This design comes from an exercise in tuning for small area and a short achievable clock period on the open sky130 flow, not from production work.
Where RTL was checked, it was by simulation tests only, not by an equivalence proof against the original.
No functional check of the RTL was part of run 5.
No activity file was given, so power comes from the tool's default toggle rates.

--- flow/config.mk ---
export PLATFORM = sky130hd
export DESIGN_NAME = axis_hdr_insert_top
export DESIGN_NICKNAME = axis_hdr_insert_top
export VERILOG_FILES = /design/flow/design.v
export SDC_FILE = /design/flow/constraint.sdc
export NUM_CORES = 4
export LEC_CHECK = 0
export CAP_MARGIN = 20
export CORE_MARGIN = 2
export CORE_UTILIZATION = 40
export SLEW_MARGIN = 20
--- flow/constraint.sdc ---
create_clock -name core_clock -period 7.0 [get_ports {clk}]
set_input_delay 1.4000 -clock core_clock [delete_from_list [all_inputs] [get_ports {clk}]]
set_output_delay 1.4000 -clock core_clock [all_outputs]
set_load 0.01 [all_outputs]
--- flow/design.v ---
module axis_hdr_insert_top (
	input          clk,
	input          rst_n,
	input          valid_in,
	input  [127:0] data_in,
	input  [15:0]  keep_in,
	input          last_in,
	output         ready_in,
	output         valid_out,
	output [127:0] data_out,
	output [15:0]  keep_out,
	output         last_out,
	input          ready_out,
	input          valid_insert,
	input  [127:0] data_insert,
	input  [15:0]  keep_insert,
	input  [3:0]   byte_insert_cnt,
	output         ready_insert
);
axi_stream_insert_header #(
	.DATA_WD      (128),
	.DATA_BYTE_WD (16),
	.BYTE_CNT_WD  (4)
) u_core (
	.clk             (clk),
	.rst_n           (rst_n),
	.valid_in        (valid_in),
	.data_in         (data_in),
	.keep_in         (keep_in),
	.last_in         (last_in),
	.ready_in        (ready_in),
	.valid_out       (valid_out),
	.data_out        (data_out),
	.keep_out        (keep_out),
	.last_out        (last_out),
	.ready_out       (ready_out),
	.valid_insert    (valid_insert),
	.data_insert     (data_insert),
	.keep_insert     (keep_insert),
	.byte_insert_cnt (byte_insert_cnt),
	.ready_insert    (ready_insert)
);
endmodule

module axi_stream_insert_header
#(
	parameter 						DATA_WD = 32,
	parameter 						DATA_BYTE_WD = DATA_WD / 8,
	parameter 						BYTE_CNT_WD = $clog2(DATA_BYTE_WD)
)(
	input 							clk,
	input 							rst_n,
	input 							valid_in,
	input 	[DATA_WD-1 : 0] 		data_in,
	input 	[DATA_BYTE_WD-1 : 0] 	keep_in,
	input 							last_in,
	output 							ready_in,
	output 							valid_out,
	output 	[DATA_WD-1 : 0] 		data_out,
	output 	[DATA_BYTE_WD-1 : 0] 	keep_out,
	output 							last_out,
	input 							ready_out,
	input 							valid_insert,
	input 	[DATA_WD-1 : 0] 		data_insert,
	input 	[DATA_BYTE_WD-1 : 0] 	keep_insert,
	input	[BYTE_CNT_WD-1 : 0]		byte_insert_cnt,
	output 							ready_insert
);
localparam NB = DATA_BYTE_WD;           
localparam SW = $clog2(NB + 1);         
reg				r_ready_insert;
reg				r_in_active1;
reg				r_in_active2;
reg				r_valid_out;
reg				r_last_out;
reg	[2:0]		r_cnt;           
reg	[SW-1:0]	r_nhdr;          
reg	[DATA_WD-1:0]		r_data;
reg	[DATA_WD-1:0]		r_data1;
reg	[NB-1:0]	r_keep;
reg	[NB-1:0]	r_keep1;
reg	[DATA_WD-1:0]		r_data_out;
reg	[NB-1:0]	r_keep_out;
wire w_insert_active = valid_insert & r_ready_insert;
wire w_load         = r_ready_insert ? valid_insert : valid_in;
wire w_in_active    = valid_in & ~r_ready_insert;
wire w_hold         = ~w_load;
wire [NB-1:0] w_s0 = keep_insert;
wire w_c0_h = w_s0[0] | w_s0[1];
wire w_c0_l = w_s0[0] & w_s0[1];
wire w_c1_h = w_s0[2] | w_s0[3];
wire w_c1_l = w_s0[2] & w_s0[3];
wire w_c2_h = w_c0_h | w_c1_h;
wire w_c2_l = w_c0_h & w_c1_h;
wire w_c3_h = w_c0_l | w_c1_l;
wire w_c3_l = w_c0_l & w_c1_l;
wire w_c4_h = w_c3_h | w_c2_l;
wire w_c4_l = w_c3_h & w_c2_l;
wire w_c5_h = w_s0[4] | w_s0[5];
wire w_c5_l = w_s0[4] & w_s0[5];
wire w_c6_h = w_s0[6] | w_s0[7];
wire w_c6_l = w_s0[6] & w_s0[7];
wire w_c7_h = w_c5_h | w_c6_h;
wire w_c7_l = w_c5_h & w_c6_h;
wire w_c8_h = w_c5_l | w_c6_l;
wire w_c8_l = w_c5_l & w_c6_l;
wire w_c9_h = w_c8_h | w_c7_l;
wire w_c9_l = w_c8_h & w_c7_l;
wire w_c10_h = w_c2_h | w_c7_h;
wire w_c10_l = w_c2_h & w_c7_h;
wire w_c11_h = w_c4_l | w_c9_l;
wire w_c11_l = w_c4_l & w_c9_l;
wire w_c12_h = w_c11_h | w_c10_l;
wire w_c12_l = w_c11_h & w_c10_l;
wire w_c13_h = w_c4_h | w_c9_h;
wire w_c13_l = w_c4_h & w_c9_h;
wire w_c14_h = w_c3_l | w_c8_l;
wire w_c14_l = w_c3_l & w_c8_l;
wire w_c15_h = w_c14_h | w_c13_l;
wire w_c15_l = w_c14_h & w_c13_l;
wire w_c16_h = w_c13_h | w_c12_h;
wire w_c16_l = w_c13_h & w_c12_h;
wire w_c17_h = w_c15_h | w_c12_l;
wire w_c17_l = w_c15_h & w_c12_l;
wire w_c18_h = w_c15_l | w_c11_l;
wire w_c18_l = w_c15_l & w_c11_l;
wire w_c19_h = w_s0[8] | w_s0[9];
wire w_c19_l = w_s0[8] & w_s0[9];
wire w_c20_h = w_s0[10] | w_s0[11];
wire w_c20_l = w_s0[10] & w_s0[11];
wire w_c21_h = w_c19_h | w_c20_h;
wire w_c21_l = w_c19_h & w_c20_h;
wire w_c22_h = w_c19_l | w_c20_l;
wire w_c22_l = w_c19_l & w_c20_l;
wire w_c23_h = w_c22_h | w_c21_l;
wire w_c23_l = w_c22_h & w_c21_l;
wire w_c24_h = w_s0[12] | w_s0[13];
wire w_c24_l = w_s0[12] & w_s0[13];
wire w_c25_h = w_s0[14] | w_s0[15];
wire w_c25_l = w_s0[14] & w_s0[15];
wire w_c26_h = w_c24_h | w_c25_h;
wire w_c26_l = w_c24_h & w_c25_h;
wire w_c27_h = w_c24_l | w_c25_l;
wire w_c27_l = w_c24_l & w_c25_l;
wire w_c28_h = w_c27_h | w_c26_l;
wire w_c28_l = w_c27_h & w_c26_l;
wire w_c29_h = w_c21_h | w_c26_h;
wire w_c29_l = w_c21_h & w_c26_h;
wire w_c30_h = w_c23_l | w_c28_l;
wire w_c30_l = w_c23_l & w_c28_l;
wire w_c31_h = w_c30_h | w_c29_l;
wire w_c31_l = w_c30_h & w_c29_l;
wire w_c32_h = w_c23_h | w_c28_h;
wire w_c32_l = w_c23_h & w_c28_h;
wire w_c33_h = w_c22_l | w_c27_l;
wire w_c33_l = w_c22_l & w_c27_l;
wire w_c34_h = w_c33_h | w_c32_l;
wire w_c34_l = w_c33_h & w_c32_l;
wire w_c35_h = w_c32_h | w_c31_h;
wire w_c35_l = w_c32_h & w_c31_h;
wire w_c36_h = w_c34_h | w_c31_l;
wire w_c36_l = w_c34_h & w_c31_l;
wire w_c37_h = w_c34_l | w_c30_l;
wire w_c37_l = w_c34_l & w_c30_l;
wire w_c38_h = w_c10_h | w_c29_h;
wire w_c38_l = w_c10_h & w_c29_h;
wire w_c39_h = w_c17_l | w_c36_l;
wire w_c39_l = w_c17_l & w_c36_l;
wire w_c40_h = w_c39_h | w_c38_l;
wire w_c40_l = w_c39_h & w_c38_l;
wire w_c41_h = w_c16_l | w_c35_l;
wire w_c41_l = w_c16_l & w_c35_l;
wire w_c42_h = w_c18_l | w_c37_l;
wire w_c42_l = w_c18_l & w_c37_l;
wire w_c43_h = w_c42_h | w_c41_l;
wire w_c43_l = w_c42_h & w_c41_l;
wire w_c44_h = w_c41_h | w_c40_h;
wire w_c44_l = w_c41_h & w_c40_h;
wire w_c45_h = w_c43_h | w_c40_l;
wire w_c45_l = w_c43_h & w_c40_l;
wire w_c46_h = w_c43_l | w_c39_l;
wire w_c46_l = w_c43_l & w_c39_l;
wire w_c47_h = w_c16_h | w_c35_h;
wire w_c47_l = w_c16_h & w_c35_h;
wire w_c48_h = w_c18_h | w_c37_h;
wire w_c48_l = w_c18_h & w_c37_h;
wire w_c49_h = w_c48_h | w_c47_l;
wire w_c49_l = w_c48_h & w_c47_l;
wire w_c50_h = w_c17_h | w_c36_h;
wire w_c50_l = w_c17_h & w_c36_h;
wire w_c51_h = w_c14_l | w_c33_l;
wire w_c51_l = w_c14_l & w_c33_l;
wire w_c52_h = w_c51_h | w_c50_l;
wire w_c52_l = w_c51_h & w_c50_l;
wire w_c53_h = w_c50_h | w_c49_h;
wire w_c53_l = w_c50_h & w_c49_h;
wire w_c54_h = w_c52_h | w_c49_l;
wire w_c54_l = w_c52_h & w_c49_l;
wire w_c55_h = w_c52_l | w_c48_l;
wire w_c55_l = w_c52_l & w_c48_l;
wire w_c56_h = w_c47_h | w_c44_h;
wire w_c56_l = w_c47_h & w_c44_h;
wire w_c57_h = w_c53_h | w_c44_l;
wire w_c57_l = w_c53_h & w_c44_l;
wire w_c58_h = w_c53_l | w_c45_h;
wire w_c58_l = w_c53_l & w_c45_h;
wire w_c59_h = w_c54_h | w_c45_l;
wire w_c59_l = w_c54_h & w_c45_l;
wire w_c60_h = w_c54_l | w_c46_h;
wire w_c60_l = w_c54_l & w_c46_h;
wire w_c61_h = w_c55_h | w_c46_l;
wire w_c61_l = w_c55_h & w_c46_l;
wire w_c62_h = w_c55_l | w_c42_l;
wire w_c62_l = w_c55_l & w_c42_l;
wire [NB-1:0] w_srt = {w_c51_l, w_c62_l, w_c62_h, w_c61_l, w_c61_h, w_c60_l, w_c60_h, w_c59_l, w_c59_h, w_c58_l, w_c58_h, w_c57_l, w_c57_h, w_c56_l, w_c56_h, w_c38_h};
wire [SW-1:0] w_hdr_cnt;
assign w_hdr_cnt[0] = (w_srt[0] & ~w_srt[1]) | (w_srt[2] & ~w_srt[3]) | (w_srt[4] & ~w_srt[5]) | (w_srt[6] & ~w_srt[7]) | (w_srt[8] & ~w_srt[9]) | (w_srt[10] & ~w_srt[11]) | (w_srt[12] & ~w_srt[13]) | (w_srt[14] & ~w_srt[15]);
assign w_hdr_cnt[1] = (w_srt[1] & ~w_srt[3]) | (w_srt[5] & ~w_srt[7]) | (w_srt[9] & ~w_srt[11]) | (w_srt[13] & ~w_srt[15]);
assign w_hdr_cnt[2] = (w_srt[3] & ~w_srt[7]) | (w_srt[11] & ~w_srt[15]);
assign w_hdr_cnt[3] = (w_srt[7] & ~w_srt[15]);
assign w_hdr_cnt[4] = (w_srt[15]);
wire w_flag         = r_in_active1 & ~r_in_active2;
wire w_out_en       = w_flag | r_valid_out;
assign ready_insert = r_ready_insert;
assign ready_in     = ~r_ready_insert;
assign valid_out    = r_valid_out;
assign last_out     = r_last_out;
assign data_out     = r_data_out;
assign keep_out     = r_keep_out;
always @(posedge clk or negedge rst_n) begin
	if (!rst_n) begin
		r_ready_insert <= 1'b1;
		r_in_active1   <= 1'b0;
		r_in_active2   <= 1'b0;
		r_valid_out    <= 1'b0;
		r_last_out     <= 1'b0;
	end else begin
		if (w_insert_active)
			r_ready_insert <= 1'b0;
		else if (last_in)
			r_ready_insert <= 1'b1;
		r_in_active1 <= w_in_active;
		r_in_active2 <= r_in_active1;
		if (w_flag)
			r_valid_out <= 1'b1;
		else if (r_last_out)
			r_valid_out <= 1'b0;
		r_last_out <= r_valid_out & (r_cnt == 3'd4);
	end
end
always @(posedge clk) begin
	if (w_flag)
		r_cnt <= 3'd0;
	else
		r_cnt <= r_cnt + 3'd1;
	if (w_insert_active)
		r_nhdr <= w_hdr_cnt;
	r_data <= ({DATA_WD{w_insert_active}} & data_insert) |
	          ({DATA_WD{w_in_active}} & data_in) |
	          ({DATA_WD{w_hold}} & r_data);
	r_keep <= ({NB{w_insert_active}} & keep_insert) |
	          ({NB{w_in_active}} & keep_in) |
	          ({NB{w_hold}} & r_keep);
	r_data1 <= r_data;
	r_keep1 <= r_keep;
end
wire [2*DATA_WD-1:0] w_win = {r_data1, r_data};
wire [2*DATA_WD-1:0] w_s4  = {r_data1, r_nhdr[SW-1] ? r_data1 : r_data};
wire [2*DATA_WD-1:0] w_shift = w_s4 >> {r_nhdr[SW-2:0], 3'b000};
wire [2*NB-1:0] w_kwin = {r_keep1, {NB{1'b0}}};
wire [2*NB-1:0] w_kshift = w_kwin >> r_nhdr;
always @(posedge clk or negedge rst_n) begin
	if (!rst_n) begin
		r_data_out <= {DATA_WD{1'b0}};
		r_keep_out <= {NB{1'b0}};
	end else begin
		if (w_out_en)
			r_data_out <= w_shift[DATA_WD-1:0];
		if (w_flag)
			r_keep_out <= {NB{1'b1}};
		else if ((r_cnt == 3'd4) && r_valid_out && ready_out)
			r_keep_out <= w_kshift[NB-1:0];
	end
end
endmodule
--- flow/run.sh ---
#!/bin/bash
# synth_recipe.tcl (not shown) runs the flow's synth.tcl, then flattens the netlist and writes it again
# the make line also repeats each setting of config.mk as NAME=value (left out here)
make -C /OpenROAD-flow-scripts/flow DESIGN_CONFIG=/design/flow/config.mk WORK_HOME=/design/flow/orfs CLKGATE_MAP_FILE= SYNTH_SCRIPT=/design/flow/synth_recipe.tcl finish
==> run notes, run 1 <==
The reported max-cap violation count is 0. The post-layout instance area is 0.0311 mm². After global routing the overflow that remains totals 0. The post-cts sizing count came out at 0. The clock sink total came out at 445. The net switching power is 4.40 mW.

In this run, synthesis produced a sequential element count of 445. The initial antenna violation count is 3. The worst hold path was traced through 0 stages. The total detailed-routing wirelength is 91,500 µm. For this run, the number of Yosys warnings is 1. The count of cell types in the netlist is 67. The path class of the tightest hold or removal check is reg -> reg. The hold violation total from the final report was 0. After the first detailed-routing iteration, the DRC count stood at 2,124. For the pin with the worst max-slew slack, the measured transition is 1010 ps. The biggest fanout along the worst timing path came out at 8. The root buffer cell chosen for the clock tree is sky130_fd_sc_hd__clkbuf_16. The global-route usage over all layers is 27.9%.

The number of rows created at floorplan is 91. The worst setup path is captured at a flop. The floorplan step set the die width to 253 µm. The number of global-route vias before repair came out at 21,199.

The maximum level of the CTS H-tree is 2. The total number of vias came out at 22,843. The clock period could shrink to 3890 ps. The final-report max-slew violation count came out at 0. STA classifies the critical path startpoint as a primary input. The area growth from synthesis to layout is 25.7%. The count of port buffers added during placement is 441. The total of hold buffers inserted after clock tree synthesis came out at 0. The first-pass GRT wire length came out at 135,000 µm. After clock tree synthesis, the setup repair step added 0 buffers. 446 I/O pins were placed. The mean instance size in the synthesized netlist came out at 8.45 µm². For this run, design rule violations remaining after detail routing come to 0. The post-synthesis cell area came out at 0.0247 mm². Final hold analysis gives a worst-case slack of 347 ps. For this run, the post-layout net count is 3,493. The highest achievable clock rate is 257 MHz. The sequential cell fraction of total power is 36.8%. The total clock buffers created by CTS came out at 48. On the final layout, the worst clock skew is 31.8 ps. The flow ran to the end and the layout has no timing, DRC or antenna violations.

The detailed placement HPWL came out at 71,400 µm. TritonCTS built the clock tree. The share of cells above drive strength 1 is 9.16%.

The portion of the post-synthesis area used by sequential elements came out at 39.2%. The final setup violation count came out at 0. Entering global routing, the biggest net connects 157 pins. The combinational fraction of design power came out at 39.8%. The setup slack at placement came out at 2550 ps. The final estimated routing congestion in global placement is 0.989.

Across the VDD grid, the largest voltage drop is 0.000185 V. The clock-pin slew of the registers on the worst-case setup and hold paths came out at 60 ps. The leading area contributor after synthesis is sky130_fd_sc_hd__dfxtp_1. The first-pass iteration count of the detailed router is 6. The die height is 253 µm.

The worst register-to-register path has a depth of 9. The region available for standard cell placement spans 0.0614 mm². The layout has 5,807 filler cells.

The count of nets left with antenna violations once routing finished came out at 0. The area share of the largest cell type after synthesis came out at 23.6%. The fraction of synthesis flops using an asynchronous set or reset pin is 33.5%. Setup repair after global routing left no endpoint under its margin. The ratio of final minimum period to clock period is 55.6%.

Summing all placed instances gives a cell area of 0.0294 mm². The most frequently used flop master after synthesis is sky130_fd_sc_hd__dfxtp_1. The critical path in this run is classified as in -> reg.

Yosys mapped a number of flops with a built-in enable equal to 5. The detailed-route vias per instance came out at 5.68. The die area came out at 0.0638 mm². The number of nets produced by synthesis came out at 3,226. The initial core utilization came out at 40.3%. Setup slack closes at 3110 ps. Synthesis produced a netlist whose cell count is 2,926.

The buffer levels on the longest clock path is 3. Dividing the detail-routed wire length by the instance count gives 22.7 µm. At the later pin of the worst-skew pair, clock insertion delay measures 610 ps. The fraction of power spent switching nets came out at 38.5%.

The setup TNS is 0 ps. Ranked by total cell area, the synthesized netlist is headed by sky130_fd_sc_hd__dfxtp_1 24%, sky130_fd_sc_hd__dfrtp_1 15%, sky130_fd_sc_hd__mux2i_1 11%. The worst pin sits at a relative slew slack of 32.2%. The required time at the endpoint of the critical path is 7350 ps. The power per cell area is 368 mW/mm². Internal power comes to 7.03 mW. The endpoint arrival time on the critical path came out at 4240 ps.

The static power due to leakage is 12.8 nW. The clock power share came out at 23.4%.
==> logic make-up (layout without fill, tap and decap cells) <==
logic type	Yosys count	in the layout	share of synthesized area, %
fa+ha+maj	6	6	0.273
compound gates	786	786	19.7
other cells	0	1	0
mux	443	443	20.3
buf+inv	261	568	4.22
flops	445	445	39.2
xor+xnor	3	3	0.106
simple gates	982	982	16.1
==> metrics by stage <==
step | std cells | utilization [%] | power [mW]
2_1_floorplan | 2926 | - | 6.43
3_3_place_gp | 3933 | 48.0 | 8.69
3_5_place_dp | 3933 | 48.0 | 8.76
4_1_cts | 4023 | 50.7 | 11.4
5_1_grt | 4023 | 50.7 | 12.0
6_report | 4024 | 50.7 | 11.4
==> per-layer routing <==
| metal | vias to the layer above | wire length (µm) | GRT usage (%) |
|---|---|---|---|
| li1 | 10968 | - | - |
| met1 | 10949 | 42300 | 40.2 |
| met2 | 833 | 41000 | 43.7 |
| met3 | 93 | 6190 | 4.23 |
| met4 | 0 | 2010 | 6.51 |
| met5 | - | 0 | 0 |
==> final timing paths <==
kind	start	endpoint	slack, ps
hold / removal	u_core.r_keep[15]	u_core.r_keep1[15]	350
setup / recovery	keep_insert[8]	u_core.r_nhdr[1]	3110
setup reg to reg	u_core.r_nhdr[0]	u_core.r_data_out[67]	3270
hold reg to reg	u_core.r_keep[15]	u_core.r_keep1[15]	350
max in group asynchronous	rst_n	u_core.r_keep_out[9]	4690
min in group asynchronous	rst_n	u_core.r_data_out[94]	880
==> cells in the mapped netlist (3+ instances only) <==
cell and instances:
sky130_fd_sc_hd__o31ai_1 8, sky130_fd_sc_hd__o22a_1 16, sky130_fd_sc_hd__buf_1 35, sky130_fd_sc_hd__inv_1 6, sky130_fd_sc_hd__buf_2 40, sky130_fd_sc_hd__a21oi_1 158, sky130_fd_sc_hd__or3_1 28, sky130_fd_sc_hd__edfxtp_1 5
sky130_fd_sc_hd__a22oi_1 150, sky130_fd_sc_hd__nand4_1 4, sky130_fd_sc_hd__mux4_2 34, sky130_fd_sc_hd__nor2b_1 39, sky130_fd_sc_hd__o21ai_0 268, sky130_fd_sc_hd__nand2b_1 3, sky130_fd_sc_hd__and2_1 5, sky130_fd_sc_hd__nor4_1 4
sky130_fd_sc_hd__clkbuf_1 175, sky130_fd_sc_hd__a311o_1 8, sky130_fd_sc_hd__mux2i_1 282, sky130_fd_sc_hd__dfxtp_1 291, sky130_fd_sc_hd__nand3_1 3, sky130_fd_sc_hd__a22oi_2 3, sky130_fd_sc_hd__nor2_1 282, sky130_fd_sc_hd__o21a_1 8
sky130_fd_sc_hd__nor3_1 4, sky130_fd_sc_hd__a211oi_1 73, sky130_fd_sc_hd__o311ai_0 8, sky130_fd_sc_hd__o22ai_1 18, sky130_fd_sc_hd__o211ai_1 31, sky130_fd_sc_hd__a31oi_1 16, sky130_fd_sc_hd__mux2_2 127, sky130_fd_sc_hd__o21ai_1 4
sky130_fd_sc_hd__dfrtp_1 148, sky130_fd_sc_hd__nand2_1 594
==> final cells by class <==
type / instances / area [µm²] / area share [%]
diodes: 1 / 2.50 / 0.00805
clock buffers: 68 / 1390 / 4.47
clock inverters: 22 / 268 / 0.861
well taps: 790 / 988 / 3.18
multi-input cells: 2220 / 14000 / 45.1
repair buffers: 471 / 4690 / 15.1
inverters: 7 / 35.0 / 0.113
flip-flops and latches: 445 / 9710 / 31.2
==> critical path, cell delays in order <==
cell and delay [ps]:
sky130_fd_sc_hd__clkdlybuf4s50_1 580, sky130_fd_sc_hd__maj3_2 400, sky130_fd_sc_hd__a21oi_1 290, sky130_fd_sc_hd__a21oi_1 210, sky130_fd_sc_hd__nor4_1 490, sky130_fd_sc_hd__nor2_1 130
sky130_fd_sc_hd__nor3_1 270, sky130_fd_sc_hd__o22ai_1 110, sky130_fd_sc_hd__or3b_1 350
==> sequential cells by signal, indices dropped and copies added, names as in the netlist <==
register,flops
u_core.r_cnt,3
u_core.r_data,128
u_core.r_data1,128
u_core.r_data_out,128
u_core.r_in_active1,1
u_core.r_in_active2,1
u_core.r_keep,16
u_core.r_keep1,16
u_core.r_keep_out,16
u_core.r_last_out,1
u_core.r_nhdr,5
u_core.r_ready_insert,1
u_core.r_valid_out,1
==> power groups by stage <==
stage | sequential [mW] | clock, mW | combinational, mW
floorplan | 4.02 | 0 | 2.41
global placement | 4.22 | 0 | 4.47
detailed placement | 4.25 | 0 | 4.51
CTS | 4.20 | 2.71 | 4.53
global route | 4.28 | 2.82 | 4.94
finish | 4.20 | 2.68 | 4.55
==> placed cells by master, fill, tap and decap left out, types with 31 or more instances in the layout <==
cell	count
sky130_fd_sc_hd__nor2_1	280
sky130_fd_sc_hd__a22oi_1	150
sky130_fd_sc_hd__a21oi_1	158
sky130_fd_sc_hd__a211oi_1	73
sky130_fd_sc_hd__mux2_2	127
sky130_fd_sc_hd__clkdlybuf4s50_1	440
sky130_fd_sc_hd__nand2_1	593
sky130_fd_sc_hd__mux2i_1	282
sky130_fd_sc_hd__nor2b_1	38
sky130_fd_sc_hd__dfrtp_1	148
sky130_fd_sc_hd__o21ai_0	268
sky130_fd_sc_hd__dfxtp_1	291
sky130_fd_sc_hd__clkbuf_16	52
sky130_fd_sc_hd__mux4_2	34
sky130_fd_sc_hd__o211ai_1	31
==> run 2: changes to the inputs <==
--- a/flow/config.mk
+++ b/flow/config.mk
@@ -10,2 +10,3 @@
 export CORE_UTILIZATION = 40
+export SETUP_SLACK_MARGIN = 4.3
 export SLEW_MARGIN = 20
==> run 2 against run 1 <==
  * Still clean
  * Design area grew 5.0%
  * Clock skew down 10 ps
  * Total power rose by 1.1%
  * Largest power group unchanged
==> run notes, run 2 <==
The flow ran to the end and the layout has no timing, DRC or antenna violations. Dividing the detail-routed wire length by the instance count gives 24.1 µm. The clock sink total is 445. After clock tree synthesis, the clock-pin slew on the worst setup and hold paths is 60 ps. The count of cell types in the netlist came out at 67. The worst vdd rail ir drop is 0.000196 V. Headroom to the max-slew limit came out at 38.0%. The initial antenna violation count came out at 9. The setup path with the least slack is of type in -> reg. The final setup violation count came out at 0. The most frequently used flop master after synthesis is sky130_fd_sc_hd__dfxtp_1. The number of register bits inferred by synthesis is 445. Counting instances in the post-synthesis netlist gives the leading cell types as 594 x sky130_fd_sc_hd__nand2_1, 291 x sky130_fd_sc_hd__dfxtp_1, 282 x sky130_fd_sc_hd__mux2i_1, 282 x sky130_fd_sc_hd__nor2_1, 268 x sky130_fd_sc_hd__o21ai_0. The total congestion overflow is 0. The die height is 253 µm.

The total clock buffers created by CTS came out at 48. The mean instance size in the synthesized netlist came out at 8.45 µm². Combinational logic is responsible for 40.3% of the overall power.

STA classifies the critical path startpoint as a primary input. The count of flip-flops with a built-in enable after synthesis is 5. The ratio of final minimum period to clock period is 45.7%. The detailed-route vias per instance is 5.79.

The total of hold buffers inserted after clock tree synthesis came out at 0. The count of pins on the block boundary came out at 446. After layout, the worst setup slack is 3800 ps. The first-pass GRT wire length came out at 142,000 µm.

The number of warning messages in the yosys log is 1. The minimum clock period after layout came out at 3200 ps. The sequential cell fraction of total power came out at 36.6%. The highest achievable clock rate came out at 313 MHz.

The biggest fanout along the worst timing path came out at 8. The total area inside the core boundary comes to 0.0614 mm². The area growth from synthesis to layout came out at 32.0%. The remaining routing DRC violations came out at 0. The gate count of the mapped netlist is 2,926. The total detailed-routing wirelength came out at 98,700 µm.

The final layout contains 3,571 nets. The portion of the post-synthesis area used by sequential elements came out at 39.2%. Setup repair after global routing could not meet its margin everywhere.

The initial detailed-routing violation count is 2,067. After routing, the total negative slack on setup checks comes to 0 ps. The biggest area contributor in the post-synthesis netlist is sky130_fd_sc_hd__dfxtp_1. In the post-synthesis netlist, the cell with the most instances is sky130_fd_sc_hd__nand2_1.

The endpoint class of the critical path is a flop. The buffer levels on the longest clock path is 3. By area the synthesized netlist is led by sky130_fd_sc_hd__dfxtp_1 24%, sky130_fd_sc_hd__dfrtp_1 15%, sky130_fd_sc_hd__mux2i_1 11%. Dividing total power by cell area gives a power density of 354 mW/mm².

The clock network burns 23.1% of the power. The global-route usage over all layers came out at 29.5%. In this run the number of H-tree levels came out at 2. The post-synthesis cell area came out at 0.0247 mm². The final estimated routing congestion in global placement came out at 0.983. Of all flip-flops after synthesis, the portion carrying an async set or reset was 33.5%. The setup slack at placement is 2590 ps.

The required time at the endpoint of the critical path is 7340 ps. TritonCTS built the clock tree. The reported max-cap violation count is 0. The path class of the tightest hold or removal check is reg -> reg. The total number of vias is 23,729. Clock skew on the completed layout was measured at 21.5 ps. In the final layout, the registers with the most flip-flops are u_core.r_data1: 128 flops, u_core.r_data: 128 flops, u_core.r_data_out: 128 flops.

Cells with a size suffix above 1 make up 15.1% of the layout. In the layout the commonest cells are 592 x sky130_fd_sc_hd__nand2_1, 291 x sky130_fd_sc_hd__dfxtp_1, 278 x sky130_fd_sc_hd__nor2_1. The endpoint arrival time on the critical path came out at 3530 ps. Port buffering added 441 buffers. Once the floorplan was initialized, standard cells occupied 40.3% of the core. The wire-length estimate of the detail-placed layout is 71,100 µm. Cell internal power was estimated by the tool at 7.00 mW. The hold violation total from the final report came to 0. The final-report max-slew violation count came to 0. The number of nets produced by synthesis is 3,226. The library cell used most frequently in the layout, excluding fill and tap cells, is sky130_fd_sc_hd__nand2_1. The die area came out at 0.0638 mm². After filler insertion, the fill cell instance count of the layout stands at 5,703. The largest net degree at the start of global routing is 127.

The area share of the largest cell type after synthesis came out at 23.6%. The static power due to leakage is 13.7 nW. The floorplan die width is 253 µm.

The number of global-route vias before repair came out at 21,959. The remaining antenna violation count after routing came out at 0. The pin slew with the least headroom to its limit came out at 928 ps. The number of rows created at floorplan is 91. In this run switching power makes up 39.4% of total power. The net switching power is 4.56 mW. The clock reaches the later pin of the worst-skew pair after 600 ps.

In this run the clock root is driven by a sky130_fd_sc_hd__clkbuf_16. The first TritonRoute pass finished after 6 iterations.
run 2: cell counts after synthesis:
Identical to the previous run, type by type.
run 2: final timing paths:
path                                   start                endpoint  slack, ps  cells after the start
setup / recovery             keep_insert[15]        u_core.r_nhdr[1]       3800                      9
max in group asynchronous              rst_n   u_core.r_data_out[73]       4640                      2
setup reg to reg            u_core.r_nhdr[0]   u_core.r_data_out[38]       4270                     10
min in group asynchronous              rst_n  u_core.r_data_out[109]        890                      1
hold reg to reg            u_core.r_keep[11]      u_core.r_keep1[11]        350                      0
hold / removal             u_core.r_keep[11]      u_core.r_keep1[11]        350                      0
run 2: cells by family (layout without fill, tap and decap cells):
| group | count (synthesis) | in the layout | share of synthesized area (%) |
|---|---|---|---|
| compound gates | 786 | 786 | 19.7 |
| xor+xnor | 3 | 3 | 0.106 |
| fa+ha+maj | 6 | 6 | 0.273 |
| buf+inv | 261 | 643 | 4.22 |
| flops | 445 | 445 | 39.2 |
| mux | 443 | 443 | 20.3 |
| other cells | 0 | 1 | 0 |
| simple gates | 982 | 984 | 16.1 |
run 2: what timing repair did:
action | CTS | global route
setup buffers | 51 | 15
pin swaps | 37 | 9
cloned | 9 | 9
hold endpoints to repair | 0 | 0
resized for setup | 490 | 100
endpoints found under the setup margin | 414 | 189
run 2: power by group through the flow:
stage                     clock network [mW]  logic, mW  registers, mW
final                                   2.67       4.66           4.23
after global routing                    2.81       5.03           4.29
after CTS                               2.71       4.48           4.20
after detailed placement                   0       4.49           4.26
after global placement                     0       4.44           4.23
after floorplan                            0       2.41           4.02
run 2: per-layer routing:
layer  track usage [%]  vias up  part of all wire [%]
li1                  -    11134                     -
met3              5.48      151                   7.8
met1              41.7    11407                    45
met5                 0        -                 0.067
met4              8.01       10                   3.1
met2              46.0     1027                    44
run 2: critical path: stages:
cell and delay (ps):
sky130_fd_sc_hd__buf_8 100, sky130_fd_sc_hd__maj3_2 260, sky130_fd_sc_hd__o21ai_4 70, sky130_fd_sc_hd__or4b_4 560, sky130_fd_sc_hd__o211a_1 180, sky130_fd_sc_hd__nor4_4 310, sky130_fd_sc_hd__or3_4 190, sky130_fd_sc_hd__o22ai_1 60
sky130_fd_sc_hd__or3b_1 390
run 2: final cells by class:
class	instances	area (µm²)	area share [%]
Multi-Input combinational cell	2222	14500	44.4
Sequential cell	445	9720	29.8
Timing Repair Buffer	546	5720	17.5
Clock buffer	69	1400	4.30
Tap cell	790	988	3.03
Clock inverter	20	250	0.767
Inverter	7	67.6	0.207
Timing Repair inverter	1	8.76	0.0268
Antenna cell	1	2.50	0.00767
run 2: through the flow:
stage / utilization (%) / power [mW] / instances / hold WS [ps] / area, µm²
floorplan: - / 6.44 / 2926 / 331 / 24800
global route: 53.2 / 12.1 / 4100 / 362 / 32600
global placement: 48.0 / 8.67 / 3927 / 340 / 29400
detailed placement: 48.0 / 8.75 / 3927 / 336 / 29400
finish: 53.2 / 11.6 / 4101 / 350 / 32600
CTS: 52.4 / 11.4 / 4076 / 350 / 32100
==> run 3: changes to the inputs <==
==> flow/flow/run.sh (new file) <==
#!/bin/bash
# Standard ORFS layout (the standard.sh), except that the port buffers that
# global placement inserts on every input and output use a plain buffer cell.
set -euo pipefail
bash standard.sh "BUFFER_PORTS_ARGS=-buffer_cell sky130_fd_sc_hd__buf_2" finish > standard.log 2>&1
==> flow/standard.sh (new file) <==
#!/bin/bash
# synth_recipe.tcl (not shown) runs the flow's synth.tcl, then flattens the netlist and writes it again
# the make line also repeats each setting of config.mk as NAME=value (left out here)
make -C /OpenROAD-flow-scripts/flow DESIGN_CONFIG=/design/flow/config.mk WORK_HOME=/design/flow/orfs CLKGATE_MAP_FILE= SYNTH_SCRIPT=/design/flow/synth_recipe.tcl "${@:-finish}"
--- a/flow/config.mk
+++ b/flow/config.mk
@@ -10,3 +10,2 @@
 export CORE_UTILIZATION = 40
-export SETUP_SLACK_MARGIN = 4.3
 export SLEW_MARGIN = 20
removed: flow/run.sh
==> run 3 against run 2 <==
  * Critical endpoint is now u_core.r_data_out[113]
  * Largest cell class unchanged
  * Clock skew is 3.9 ps higher
  * Non-clock buffer count is 80 lower
  * Synthesized area stayed put
  * Combinational power is 12% lower
  * Critical path depth is 1 lower
  * Routed wire length is 7.0% lower
==> run notes, run 3 <==
The TritonCTS clock tree is built. The wire length per cell came out at 22.8 µm. The initial core utilization is 40.3%. The final estimated routing congestion in global placement came out at 0.956. The maximum level of the CTS H-tree came out at 2. The simple logic cell fraction of the synthesized area is 16.1%. The initial detailed-routing violation count is 1,994.

The sequential cell fraction of total power is 38.1%. The portion of the post-synthesis area used by sequential elements is 39.2%. The die area is 0.0638 mm².

VDD sags by at most 0.000189 V. The total clock buffers created by CTS is 49. The fraction of power spent switching nets is 40.3%. The worst min-delay path category is reg -> reg. Across all layers, the routed design uses 22,980 vias. The mean instance size in the synthesized netlist came out at 8.45 µm². The number of hold buffers added after CTS was 0.

The area share of the largest cell type after synthesis is 23.6%. Ranked by total cell area, the synthesized netlist is headed by sky130_fd_sc_hd__dfxtp_1 24%, sky130_fd_sc_hd__dfrtp_1 15%, sky130_fd_sc_hd__mux2i_1 11%. The post-layout net count is 3,489. The number of nets handed over by synthesis was 3,226. Clock skew on the completed layout was measured at 25.4 ps.

The area growth from synthesis to layout is 17.0%. The count of cell types in the netlist is 67. The detailed-route vias per instance is 5.71. Among all flip-flop cells after synthesis, the most frequent one is sky130_fd_sc_hd__dfxtp_1. After clock tree synthesis, the repair step resized 0 gates. The post-layout instance area came out at 0.0289 mm². The detailed placement HPWL came out at 71,100 µm.

Headroom to the max-slew limit came out at 23.0%. In this run the standard cell core region covers 0.0614 mm². The final setup violation count came out at 0. After Yosys synthesis, full adders, half adders and majority gates account for 0.273% of the synthesized area. The post-synthesis compound-gate area fraction is 19.7%.

Internal power comes to 6.57 mW. STA classifies the critical path endpoint as a flop. The post-synthesis cell area is 0.0247 mm². The share of cells above drive strength 1 is 22.8%. Counting flops with an async set or reset pin after synthesis yields a share of 33.5%. The combinational fraction of design power is 37.3%. The post-CTS setup buffer count came out at 0. The sort of element at the start of the critical path is a flop. The number of global-route vias before repair is 21,031.

In this run the worst path has a maximum fanout of 140. The minimum clock period after layout is 3870 ps. The largest registers in the layout are u_core.r_data1: 128 flops, u_core.r_data: 128 flops, u_core.r_data_out: 128 flops. The setup slack at placement came out at 2980 ps.

The ratio of final minimum period to clock period came out at 55.3%. The count of pins on the block boundary is 446. The buffer levels on the longest clock path came out at 3.

After synthesis, the largest family of logic cells by area is multiplexers. After detailed routing, the number of remaining DRC violations is 0. Ranked by instance count, the synthesized netlist is headed by 594 x sky130_fd_sc_hd__nand2_1, 291 x sky130_fd_sc_hd__dfxtp_1, 282 x sky130_fd_sc_hd__mux2i_1, 282 x sky130_fd_sc_hd__nor2_1, 268 x sky130_fd_sc_hd__o21ai_0.

In the layout the commonest cells are 593 x sky130_fd_sc_hd__nand2_1, 440 x sky130_fd_sc_hd__buf_2, 291 x sky130_fd_sc_hd__dfxtp_1. The required time at the endpoint of the critical path came out at 7440 ps. Setup repair after global routing left no endpoint under its margin. The die height came out at 253 µm. The pre-antenna-repair detailed-routing pass consisted of 6 iterations.

For this design, the sink count on the clock tree is 445. The setup TNS is 0 ps. The hold violation total from the final report was 0. Summed over all nets, the switching power comes to 4.43 mW. The run finished with no timing, DRC or antenna violations. In the post-synthesis netlist, the cell with the most instances is sky130_fd_sc_hd__nand2_1. In this run the tool buffered the top-level ports with 441 buffer cells. After clock tree synthesis, the clock-pin slew on the worst setup and hold paths is 60 ps. The static power due to leakage came out at 12.9 nW. The mux share of post-synthesis cell area came out at 20.3%. The number of warning messages in the yosys log is 1. The post-synthesis share of cell area spent on xor and xnor gates came out at 0.106%. The detail route stage leaves a number of antenna-violating nets equal to 0.

In this run, synthesis produced a sequential element count of 445. The floorplan die width is 253 µm. The most common cell after layout, fill and taps aside is sky130_fd_sc_hd__nand2_1.

Summed over all layers, the routed wires come to 91,800 µm. For the pin with the worst max-slew slack, the measured transition is 1140 ps. The first global-routing pass estimated 134,000 µm of wire. The endpoint arrival time on the critical path is 4310 ps. Counting flops with a built-in enable in the synthesized netlist gives 5. The global-route usage over all layers came out at 27.8%. The gate count of the mapped netlist came out at 2,926. The root buffer cell chosen for the clock tree is sky130_fd_sc_hd__clkbuf_16. The leading area contributor after synthesis is sky130_fd_sc_hd__dfxtp_1. The floorplan has 91 rows. The clock network latency to the later pin of the worst-skew pair came out at 610 ps. The total power after layout is 11.0 mW. The clock power share is 24.6%. The final critical-path setup slack came out at 3130 ps. The final-report max-slew violation count is 0.

The smallest hold slack came out at 348 ps. By startpoint and endpoint, the worst setup path is classified as reg -> reg. The largest net degree at the start of global routing is 251. The reported max-cap violation count is 0.

The initial antenna violation count was 8. The power per cell area came out at 380 mW/mm². The post-detailed-placement cell area came out at 0.0272 mm². The highest achievable clock rate came out at 258 MHz. The total overflow left after global routing is 0.
run 3: cell counts after synthesis:
Identical to the previous run, type by type.
run 3: layer usage:
metal / global-route usage (%) / share of wire (%) / routed length (µm)
met1: 40.4 / 46 / 42600
met2: 42.5 / 44 / 40100
met3: 4.44 / 7.1 / 6540
met4: 7.96 / 2.8 / 2560
met5: 0 / 0.013 / 12
run 3: final timing paths:
kind | endpoint | slack (ps) | startpoint | cells past startpoint
setup / recovery | u_core.r_data_out[113] | 3130 | u_core.r_nhdr[1] | 8
hold / removal | u_core.r_keep1[12] | 350 | u_core.r_keep[12] | 0
setup reg to reg | u_core.r_data_out[113] | 3130 | u_core.r_nhdr[1] | 8
hold reg to reg | u_core.r_keep1[12] | 350 | u_core.r_keep[12] | 0
max in group asynchronous | u_core.r_valid_out | 4680 | rst_n | 2
min in group asynchronous | u_core.r_data_out[94] | 930 | rst_n | 1
run 3: critical path, cell delays in order (launching register included):
cell                       delay, ps
sky130_fd_sc_hd__edfxtp_1        370
sky130_fd_sc_hd__buf_4           380
sky130_fd_sc_hd__inv_8           780
sky130_fd_sc_hd__buf_4           880
sky130_fd_sc_hd__nor2_1          120
sky130_fd_sc_hd__a21oi_1         180
sky130_fd_sc_hd__o21ai_0         150
sky130_fd_sc_hd__o21ai_0         660
sky130_fd_sc_hd__a21oi_1         150
run 3: kinds of logic (layout without fill, tap and decap cells):
kind of cell | after synthesis | after routing
xor+xnor | 3 | 3
other cells | 0 | 3
flops | 445 | 445
simple gates | 982 | 982
fa+ha+maj | 6 | 6
mux | 443 | 443
buf+inv | 261 | 565
compound gates | 786 | 786
run 3: power groups by stage:
| stage | clock, mW | combinational (mW) | sequential, mW |
|---|---|---|---|
| 3_5_place_dp | 0 | 4.05 | 4.23 |
| 2_1_floorplan | 0 | 2.41 | 4.02 |
| 3_3_place_gp | 0 | 4.00 | 4.19 |
| 6_report | 2.71 | 4.11 | 4.19 |
| 4_1_cts | 2.75 | 4.07 | 4.18 |
| 5_1_grt | 2.85 | 4.48 | 4.27 |
run 3: through the flow:
step / std cells / util, %
floorplan: 2926 / -
global placement: 3928 / 44.3
detailed placement: 3928 / 44.3
CTS: 4020 / 47.1
global route: 4020 / 47.1
finish: 4023 / 47.1
run 3: final cells by class:
| class | count | area (µm²) |
|---|---|---|
| clock inverters | 19 | 198 |
| clock buffers | 73 | 1510 |
| flip-flops and latches | 445 | 9710 |
| well taps | 790 | 988 |
| inverters | 7 | 35.0 |
| multi-input cells | 2220 | 14000 |
| repair buffers | 466 | 2460 |
| fillers | 6001 | 32400 |
| diodes | 3 | 7.51 |
==> run 4: changes to the inputs <==
--- a/flow/config.mk
+++ b/flow/config.mk
@@ -10,2 +10,3 @@
 export CORE_UTILIZATION = 40
+export SETUP_SLACK_MARGIN = 3.8
 export SLEW_MARGIN = 20
==> run 4 against run 3 <==
  * Still clean on timing, DRC and antenna
  * Routed wire length is 0.89% higher
  * Core utilization grew 0.71 points
  * Combinational power grew 1%
  * Sequential power barely moved
  * Critical path depth did not move
  * Final cell count increased by 0.32%
  * Sequential share of layout area fell by 0.50 points
  * Clock power fell by 4%
  * Fmax rose by 19%
  * Setup slack improved by 610 ps
  * Register-to-register slack improved by 610 ps
  * Largest cell class unchanged
==> run notes, run 4 <==
The run finished with no timing, DRC or antenna violations. The post-layout instance area came out at 0.0294 mm². Summed over all cells, the static leakage comes to 13.0 nW. The count of flip-flops with a built-in enable after synthesis came out at 5. The portion of the post-synthesis area used by sequential elements came out at 39.2%.

The count of pins on the block boundary came out at 446. The initial core utilization is 40.3%. The initial antenna violation count came to 9. For the worst-skew pair, the clock arrives at the later sink with an insertion delay of 620 ps. The ratio of final minimum period to clock period came out at 46.6%. The worst hold path belongs to the class reg -> reg. Dividing the synthesized area by the synthesized cell count gives 8.45 µm². The total clock buffers created by CTS came out at 48. The total number of vias is 22,931. The floorplan step set the die height to 253 µm. In this run the number of H-tree levels came out at 2. The final estimated routing congestion in global placement came out at 0.939. The count of buffers added on input and output ports is 441. Adding up every negative setup slack in the final design gives 0 ps. The clock sink total is 445. The post-layout net count came out at 3,507. The library cells used most frequently in the layout, excluding fill and tap cells, are 593 x sky130_fd_sc_hd__nand2_1, 424 x sky130_fd_sc_hd__buf_2, 291 x sky130_fd_sc_hd__dfxtp_1.

In the final layout, the registers with the most flip-flops are u_core.r_data1: 128 flops, u_core.r_data: 128 flops, u_core.r_data_out: 128 flops. For this block, the routed nets add up to 92,600 µm of wire. The setup path with the least slack is of type reg -> reg. The die area came out at 0.0638 mm². The number of warning messages in the yosys log came out at 1. From left edge to right edge, the die measures 253 µm.

The global-route usage over all layers is 27.8%. The final setup violation count came out at 0. The power per cell area is 372 mW/mm². In the synthesized netlist the dominant register cell turns out to be sky130_fd_sc_hd__dfxtp_1. Setup repair after global routing could not meet its margin everywhere.

The detailed-route vias per instance came out at 5.68. The launch point of the worst reg-to-reg path is u_core.r_nhdr[0]. The final-report max-slew violation count came out at 0.

The tool flagged a number of max-cap violations equal to 0. After detailed routing, the average wire length per cell comes to 22.9 µm. The number of filler cells placed in the layout is 5,926. The number of rows created at floorplan came out at 91. Derived from the worst setup path, the maximum achievable clock frequency is 307 MHz.

The count of cell types in the netlist is 67. The area share of the largest cell type after synthesis is 23.6%. For this block, the initial DRC count from the detailed router was 1,995.

The number of global-route vias before repair came to 21,290. The share of cells above drive strength 1 is 24.4%. The sort of element at the start of the critical path is a flop. The endpoint arrival time on the critical path is 3820 ps. The TritonCTS clock tree is built. The remaining antenna violation count after routing came out at 0.

The design draws 10.9 mW. The area share of fa/ha/maj cells after synthesis came out at 0.273%. sky130_fd_sc_hd__nand2_1 is the most common cell in the netlist. Leaving out fill and tap cells, the most frequent cell in the layout is sky130_fd_sc_hd__nand2_1. The first-pass iteration count of the detailed router came out at 5. The biggest fanout along the worst timing path is 111. The hold violation total from the final report is 0.

The gate count of the mapped netlist is 2,926. The post-detailed-placement cell area came out at 0.0273 mm². Registers take 0.00971 mm². The smallest hold slack came out at 355 ps. The mux share of post-synthesis cell area came out at 20.3%. The number of nets in the synthesized netlist is 3,226. The area growth from synthesis to layout is 18.7%. Across the VDD grid, the largest voltage drop is 0.000179 V.

The startpoint identified for the worst hold timing path is u_core.r_keep[3]. Clock-pin slew was measured on the worst setup and hold paths at 70 ps. The total of hold buffers inserted after clock tree synthesis came out at 0.

The first global-routing pass estimated 134,000 µm of wire. After synthesis, the largest family of logic cells by area is multiplexers. Between clock sinks in the finished design, the worst skew comes to 24.5 ps. For this run the aggregate overflow at the end of global routing stands at 0.

The commonest cells after synthesis are 594 x sky130_fd_sc_hd__nand2_1, 291 x sky130_fd_sc_hd__dfxtp_1, 282 x sky130_fd_sc_hd__mux2i_1, 282 x sky130_fd_sc_hd__nor2_1, 268 x sky130_fd_sc_hd__o21ai_0. After Yosys synthesis, and, or, nand and nor cells account for 16.1% of the synthesized area. The minimum clock period after layout is 3260 ps. Headroom to the max-slew limit came out at 22.7%. The critical path starts at u_core.r_nhdr[0].

Counting flops and latches in the post-synthesis netlist gives 445. The pin slew with the least headroom to its limit came out at 1140 ps. The clock passes through at most 3 buffers. The post-synthesis cell area came out at 0.0247 mm². Data on the critical path is required at its endpoint by 7560 ps.

The area of the multi-input gates is 0.0143 mm². The HPWL after detailed placement is 70,800 µm. The post-synthesis compound-gate area fraction came out at 19.7%. The fraction of synthesis flops using an asynchronous set or reset pin is 33.5%. The remaining routing DRC violations is 0. The fraction of the core area covered by cells at the end of the flow came out at 47.8%. The core region is 0.0614 mm². Ranked by total cell area, the synthesized netlist is headed by sky130_fd_sc_hd__dfxtp_1 24%, sky130_fd_sc_hd__dfrtp_1 15%, sky130_fd_sc_hd__mux2i_1 11%. The leading area contributor after synthesis is sky130_fd_sc_hd__dfxtp_1. The largest net degree at the start of global routing came out at 186. STA classifies the critical path endpoint as a flop.

Clock tree synthesis selected as its root buffer the cell sky130_fd_sc_hd__clkbuf_16. Summing the areas of all xor and xnor instances in the mapped netlist gives 0.106% of the synthesized area.
-- run 4: cell counts after synthesis --
No cell type changed its count.
-- run 4: timing repair --
action,4_1_cts,5_1_grt
resized for setup,16,72
cloned,0,3
buffers inserted,4,12
pin swaps,1,17
endpoints found under the setup margin,119,105
-- run 4: metal layers --
metal	track usage, %	wire, µm	up-vias
met3	4.73	6670	130
met1	40.0	42900	10932
li1	-	-	11003
met5	0	23	-
met4	8.50	2930	4
met2	42.4	40000	862
-- run 4: worst max-delay path, stage by stage (launching register included) --
cell	delay, ps
sky130_fd_sc_hd__edfxtp_1	320
sky130_fd_sc_hd__buf_4	210
sky130_fd_sc_hd__buf_12	430
sky130_fd_sc_hd__mux2i_1	280
sky130_fd_sc_hd__a21oi_1	350
sky130_fd_sc_hd__mux2_2	240
sky130_fd_sc_hd__nor2_1	40
sky130_fd_sc_hd__o311ai_0	970
sky130_fd_sc_hd__o21a_1	220
-- run 4: report_power, final --
group	total, mW	leakage (nW)	internal [mW]	switching (mW)
registers	4.19	4.25	3.38	0.805
logic	4.16	7.99	1.61	2.55
clock network	2.59	0.776	1.45	1.14
-- run 4: metrics by stage --
stage	worst slack, ps	cells
CTS	3800	4019
floorplan	3450	2926
global route	3750	4035
global placement	3090	3927
detailed placement	3050	3927
finish	3740	4036
-- run 4: logic make-up after synthesis --
kind of cell / after synthesis
simple gates: 982
compound gates: 786
flops: 445
mux: 443
buf+inv: 261
fa+ha+maj: 6
xor+xnor: 3
-- run 4: final cells by class --
class	instances	share of cell area, %
antenna	1	0.00852
clock buffer	62	4.59
clock inverter	26	0.869
inverter	7	0.196
multi-input combinational	2221	48.6
sequential	445	33.1
tap	790	3.37
timing repair buffer	483	9.24
timing repair inverter	1	0.0384
-- run 4: worst paths after layout --
path | slack, ps | cells past startpoint | endpoint
worst max register to register | 3740 | 8 | u_core.r_data_out[37]
worst min register to register | 350 | 0 | u_core.r_keep1[3]
worst min-delay path | 350 | 0 | u_core.r_keep1[3]
min in group asynchronous | 900 | 1 | u_core.r_data_out[110]
max in group asynchronous | 4660 | 2 | u_core.r_keep_out[8]
worst max-delay path | 3740 | 8 | u_core.r_data_out[37]
==> run 5: changes to the inputs <==
--- a/flow/design.v
+++ b/flow/design.v
@@ -266,7 +266,41 @@
 end
-wire [2*DATA_WD-1:0] w_win = {r_data1, r_data};
-wire [2*DATA_WD-1:0] w_s4  = {r_data1, r_nhdr[SW-1] ? r_data1 : r_data};
-wire [2*DATA_WD-1:0] w_shift = w_s4 >> {r_nhdr[SW-2:0], 3'b000};
-wire [2*NB-1:0] w_kwin = {r_keep1, {NB{1'b0}}};
-wire [2*NB-1:0] w_kshift = w_kwin >> r_nhdr;
+wire [2*DATA_WD-1:0] w_win  = {r_data1, r_data};
+wire [2*NB-1:0]      w_kwin = {r_keep1, {NB{1'b0}}};
+reg  [8*(2*NB-1)-1:0] w_s16;
+reg  [8*(NB+7)-1:0]   w_s8;
+reg  [8*(NB+3)-1:0]   w_s4;
+reg  [8*(NB+1)-1:0]   w_s2;
+reg  [8*NB-1:0]       w_shift;
+reg  [2*NB-2:0]       w_k16;
+reg  [NB+6:0]         w_k8;
+reg  [NB+2:0]         w_k4;
+reg  [NB:0]           w_k2;
+reg  [NB-1:0]         w_kshift;
+integer j;
+always @* begin
+	for (j = 0; j < NB; j = j + 1) begin
+		w_s16[8*j +: 8] = r_nhdr[4] ? w_win[8*(j+NB) +: 8] : w_win[8*j +: 8];
+		w_k16[j]        = r_nhdr[4] ? w_kwin[j+NB] : w_kwin[j];
+	end
+	for (j = NB; j < 2*NB-1; j = j + 1) begin
+		w_s16[8*j +: 8] = w_win[8*j +: 8];
+		w_k16[j]        = w_kwin[j];
+	end
+	for (j = 0; j < NB+7; j = j + 1) begin
+		w_s8[8*j +: 8] = r_nhdr[3] ? w_s16[8*(j+8) +: 8] : w_s16[8*j +: 8];
+		w_k8[j]        = r_nhdr[3] ? w_k16[j+8] : w_k16[j];
+	end
+	for (j = 0; j < NB+3; j = j + 1) begin
+		w_s4[8*j +: 8] = r_nhdr[2] ? w_s8[8*(j+4) +: 8] : w_s8[8*j +: 8];
+		w_k4[j]        = r_nhdr[2] ? w_k8[j+4] : w_k8[j];
+	end
+	for (j = 0; j < NB+1; j = j + 1) begin
+		w_s2[8*j +: 8] = r_nhdr[1] ? w_s4[8*(j+2) +: 8] : w_s4[8*j +: 8];
+		w_k2[j]        = r_nhdr[1] ? w_k4[j+2] : w_k4[j];
+	end
+	for (j = 0; j < NB; j = j + 1) begin
+		w_shift[8*j +: 8] = r_nhdr[0] ? w_s2[8*(j+1) +: 8] : w_s2[8*j +: 8];
+		w_kshift[j]       = r_nhdr[0] ? w_k2[j+1] : w_k2[j];
+	end
+end
 always @(posedge clk or negedge rst_n) begin
@@ -277,3 +311,3 @@
 		if (w_out_en)
-			r_data_out <= w_shift[DATA_WD-1:0];
+			r_data_out <= w_shift;
 		if (w_flag)
@@ -281,3 +315,3 @@
 		else if ((r_cnt == 3'd4) && r_valid_out && ready_out)
-			r_keep_out <= w_kshift[NB-1:0];
+			r_keep_out <= w_kshift;
 	end
--- a/flow/config.mk
+++ b/flow/config.mk
@@ -10,3 +10,3 @@
 export CORE_UTILIZATION = 40
-export SETUP_SLACK_MARGIN = 3.8
+export SETUP_SLACK_MARGIN = 3.9
 export SLEW_MARGIN = 20
==> run 5 against run 4 <==
  * Via count shrank 11%
  * Total power decreased by 6.9%
  * Design area is 5.4% lower
  * Core utilization up 0.58 points
  * Clock power is 2% lower
  * Routed wire length down 11%
  * Still clean
  * Clock skew barely moved
  * Non-clock buffer count is 5 higher
  * Count of clock-buffer cells in the layout increased by 3
  * Die area shrank 6.5%
  * Combinational power decreased by 13%
  * Largest power group unchanged
  * Global-route usage shrank 1.5 points
==> run notes, run 5 <==
The signal on the critical path passes through buf_6, maj3_2, buf_4, o21ai_4, o211ai_4, nor4_4, buf_4, nor4_2, a311o_1, a211o_1. The total congestion overflow came out at 0. Global routing used 26.3% of the available tracks across all layers. The floorplan die width came out at 244 µm. Summed over all layers, the routed wires come to 82,400 µm. The worst register-to-register path begins at u_core.r_nhdr[3]. The worst register-to-register path ends at u_core.r_data_out[13]. The floorplan step defined a die boundary enclosing 0.0597 mm². The highest achievable clock rate is 309 MHz. The worst vdd rail ir drop came out at 0.000235 V. The initial antenna violation count is 6.

The highest layer touched by signal routing is met5. The number of filler cells placed in the layout came out at 5,523. At the placement stage, the worst setup path has a slack of 3010 ps.

The cell family contributing the most delay on the critical path is compound AO/OA/AOI/OAI gates. By area, the combinational part of the netlist is dominated by multiplexers. The share of cells above drive strength 1 came out at 26.4%. STA classifies the critical path endpoint as a flop. The clock sink total came out at 445. The post-synthesis cell area came out at 0.0231 mm². The remaining routing DRC violations came out at 0.

After floorplanning, the core was divided into 88 placement rows. The power per cell area came out at 366 mW/mm². Leaving out fill and tap cells, the most frequent cells in the layout are 539 x sky130_fd_sc_hd__nand2_1, 433 x sky130_fd_sc_hd__buf_2, 300 x sky130_fd_sc_hd__nor2_1. For the worst setup path, the data arrival time is 3560 ps. The final estimated routing congestion in global placement came out at 0.964.

Headroom to the max-slew limit came out at 33.2%. The cell count after placement came out at 3,612. The static power due to leakage is 12.6 nW. Among the stages of the critical path, the cell type that occurs most often is sky130_fd_sc_hd__buf_4.

The final setup violation count came out at 0. In the post-route analysis, the smallest setup slack over all paths is 3770 ps. The area of the multi-input gates came out at 0.0128 mm².

The cell type of the slowest stage on the worst timing path is sky130_fd_sc_hd__maj3_2. The clock network latency to the later pin of the worst-skew pair came out at 610 ps. After synthesis the netlist holds a flip-flop and latch count of 445. The hold violation total from the final report is 0.

The total number of vias came out at 20,414. The tightest min-delay check is of the reg -> reg type. The run finished with no timing, DRC or antenna violations.

The wire length on met1 is 38,400 µm. The class of the most critical setup path is in -> reg. The first-pass iteration count of the detailed router is 6. For the final database, setup skew stands at 24.5 ps. The largest registers in the layout are u_core.r_data1: 128 flops, u_core.r_data: 128 flops, u_core.r_data_out: 128 flops.

The count of flip-flops with a built-in enable after synthesis came out at 5. Dividing the detail-routed wire length by the instance count gives 22.1 µm. The TritonCTS clock tree is built.

The worst setup path is launched from a primary input. In the routed layout, each cell is associated on average with a via count of 5.47. The count of cell types in the netlist came out at 61. The post-synthesis compound-gate area fraction came out at 15.3%.

The required time at the endpoint of the critical path is 7330 ps. The minimum clock period after layout is 3230 ps. Input and output buffers added on the ports amount to 441. In this run, post-CTS hold repair placed 0 buffers.

The remaining antenna violation count after routing is 0. The area share of the largest cell type after synthesis is 25.2%. The final critical path takes up 46.2% of the cycle. The count of pins on the block boundary came out at 446.

The detailed route wirelength on metal3 is 5890 µm. The initial utilization of the core area, before any placement, comes to 40.2%. Summing the areas of all and, or, nand and nor instances in the mapped netlist gives 15.3% of the synthesized area. Entering global routing, the biggest net connects 241 pins. The setup TNS is 0 ps.

The first-pass GRT wire length came out at 118,000 µm. The biggest fanout along the worst timing path came out at 7. Sorting the synthesized cells by area gives the leading types as sky130_fd_sc_hd__dfxtp_1 25%, sky130_fd_sc_hd__dfrtp_1 16%, sky130_fd_sc_hd__mux2i_1 13%.

The total clock buffers created by CTS came out at 49. For this run, the number of standard cells in the final layout without fillers is 3,732. The die height came out at 244 µm. The portion of synthesized area spent on multiplexers is 23.3%.

The design draws 10.2 mW. The setup check on the worst reg-to-reg path leaves a slack of 3900 ps. The number of global-route vias before repair is 18,577. The worst reg-to-reg path cell count came out at 7. In the detailed route, the total length drawn on met2 is 36,200 µm. The pin slew with the least headroom to its limit came out at 992 ps. Clock-pin slew was measured on the worst setup and hold paths at 60 ps. The worst hold path was traced through 0 stages. The startpoint identified for the worst hold timing path is u_core.r_keep[0]. The detailed placement HPWL is 62,800 µm. By instance count, the leading cell after synthesis is sky130_fd_sc_hd__nand2_1. A synthesized cell averages 8.93 µm². The sequential cell area came out at 0.00971 mm². The biggest area contributor in the post-synthesis netlist is sky130_fd_sc_hd__dfxtp_1. Summing the areas of all xor and xnor instances in the mapped netlist gives 0.190% of the synthesized area.

The area growth from synthesis to layout is 20.3%. The number of warning messages in the yosys log is 1. Setup repair after global routing could not meet its margin everywhere.

The most used flip-flop cell after synthesis is sky130_fd_sc_hd__dfxtp_1. The root buffer cell chosen for the clock tree is sky130_fd_sc_hd__clkbuf_16. The longest clock path from root to sink contains 3 buffers. Counting flops with an async set or reset pin after synthesis yields a share of 33.5%.

The reported max-cap violation count is 0. The core box area came out at 0.0574 mm². The gate count of the mapped netlist is 2,586. Leaving out fill and tap cells, the most frequent cell in the layout is sky130_fd_sc_hd__nand2_1. The final-report max-slew violation count came out at 0.

The initial detailed-routing violation count came out at 2,070. Ranked by instance count, the synthesized netlist is headed by 539 x sky130_fd_sc_hd__nand2_1, 305 x sky130_fd_sc_hd__nor2_1, 291 x sky130_fd_sc_hd__dfxtp_1. The critical path's largest stage delay came out at 360 ps.

The fraction of the core area covered by cells at the end of the flow is 48.4%. The critical path contains buffers and inverters numbering 3 combined. The area share of fa/ha/maj cells after synthesis is 0.304%. The maximum level of the CTS H-tree is 2.

The path with the worst hold slack has its endpoint at u_core.r_keep1[0]. The portion of the post-synthesis area used by sequential elements came out at 42.0%. The number of nets produced by synthesis came out at 2,886. For this run, the post-layout net count is 3,225.
run 5: changes by cell type after synthesis, moves of 16 or more:
cell,delta
sky130_fd_sc_hd__a211oi_1,-71
sky130_fd_sc_hd__or3_1,-26
sky130_fd_sc_hd__o21ai_0,-38
sky130_fd_sc_hd__nand2_1,-55
sky130_fd_sc_hd__clkbuf_1,-38
sky130_fd_sc_hd__nor2b_1,-35
sky130_fd_sc_hd__mux4_2,+25
sky130_fd_sc_hd__nor2_1,+23
sky130_fd_sc_hd__a31oi_1,-16
sky130_fd_sc_hd__o211ai_1,-28
sky130_fd_sc_hd__mux2_2,-24
sky130_fd_sc_hd__a21oi_1,-31
run 5: how the worst max path moves through the flow:
stage	cells after the start	startpoint	endpoint
floorplan	9	keep_insert[7]	u_core.r_nhdr[0]
global placement	9	keep_insert[2]	u_core.r_nhdr[0]
detailed placement	9	keep_insert[2]	u_core.r_nhdr[0]
CTS	8	u_core.r_nhdr[3]	u_core.r_data_out[15]
global route	9	keep_insert[8]	u_core.r_nhdr[0]
finish	10	keep_insert[8]	u_core.r_nhdr[0]
run 5: logic make-up after synthesis:
kind of cell             Yosys count
buffers and inverters            207
flip-flops                       445
AND/OR/NAND/NOR                  898
multiplexers                     451
AO/OA/AOI/OAI                    574
XOR/XNOR                           5
adder cells (fa/ha/maj)            6
run 5: final cells by class:
cell class	count	area share [%]
Multi-Input combinational cell	1934	45.9
Clock buffer	65	4.95
Timing Repair Buffer	488	9.81
Antenna cell	2	0.0180
Tap cell	765	3.45
Inverter	7	0.140
Sequential cell	445	34.9
Clock inverter	26	0.743
run 5: per-stage QoR:
stage	instance area [µm²]	hold WS (ps)
after floorplan	23100	331
after global placement	25700	339
after detailed placement	25700	343
after CTS	27600	354
after global routing	27800	362
final	27800	352
run 5: metal layers:
| layer | GRT usage (%) | vias to the layer above |
|---|---|---|
| met4 | 6.60 | 2 |
| met2 | 40.0 | 739 |
| met3 | 4.09 | 108 |
| li1 | - | 9805 |
| met1 | 38.9 | 9760 |
| met5 | 0 | - |
run 5: report_power, final:
group / switching [mW] / internal (mW) / leakage, nW
Sequential: 0.652 / 3.37 / 4.29
Clock: 1.10 / 1.43 / 0.762
Combinational: 2.22 / 1.40 / 7.57
run 5: worst reg2reg max path, stage by stage (launching register included):
cell,delay (ps)
sky130_fd_sc_hd__edfxtp_1,540
sky130_fd_sc_hd__clkbuf_16,470
sky130_fd_sc_hd__mux2_2,370
sky130_fd_sc_hd__a21oi_1,70
sky130_fd_sc_hd__o21ai_0,660
sky130_fd_sc_hd__a21oi_1,200
sky130_fd_sc_hd__o21ai_0,500
sky130_fd_sc_hd__mux2_2,250
run 5: repair_timing:
item / 4_1_cts / 5_1_grt
endpoints found under the setup margin: 104 / 73
gates resized for setup: 35 / 32
pin swaps: 16 / 13
buffers inserted: 16 / 8
gates cloned: 0 / 3

## static timing again, ports no longer ideal
The results above use ideal ports. As a check the final layouts listed here were re-extracted and re-timed, cells and wires unchanged.
Step 1: set_driving_cell puts a clkbuf_16 on clk and a buf_2 on each other input, an assumption about the parent block.
Step 2, shift: input delay + t, output delay - t, t = (earliest + latest rising clock arrival at the registers) / 2. This alone moves slack from input paths to output paths.
Slacks: ideal ports / drivers / drivers and shift; pairs: ideal ports / drivers.
| run | shift t [ns] | slack for setup (ns) | worst setup path after step 2 | slew at the worst register clock pin (ns) | cell pins on the clock port's net |
|---|---|---|---|---|---|
| run 1 | 0.653 | 3.109 / 3.131 / 2.478 | input to register | 0.07 / 0.07 | 1 |
| run 2 | 0.650 | 3.801 / 3.787 / 3.137 | input to register | 0.07 / 0.07 | 1 |
| run 3 | 0.654 | 3.126 / 3.126 / 2.862 | input to register | 0.07 / 0.07 | 1 |
| run 4 | 0.666 | 3.738 / 3.738 / 3.191 | input to register | 0.07 / 0.07 | 1 |
| run 5 | 0.659 | 3.768 / 3.805 / 3.145 | input to register | 0.07 / 0.07 | 1 |
After both steps every run listed still meets setup and hold. For run 2, which loses most, drivers alone change the setup slack by -0.014 ns; drivers and shift together by -0.664 ns.
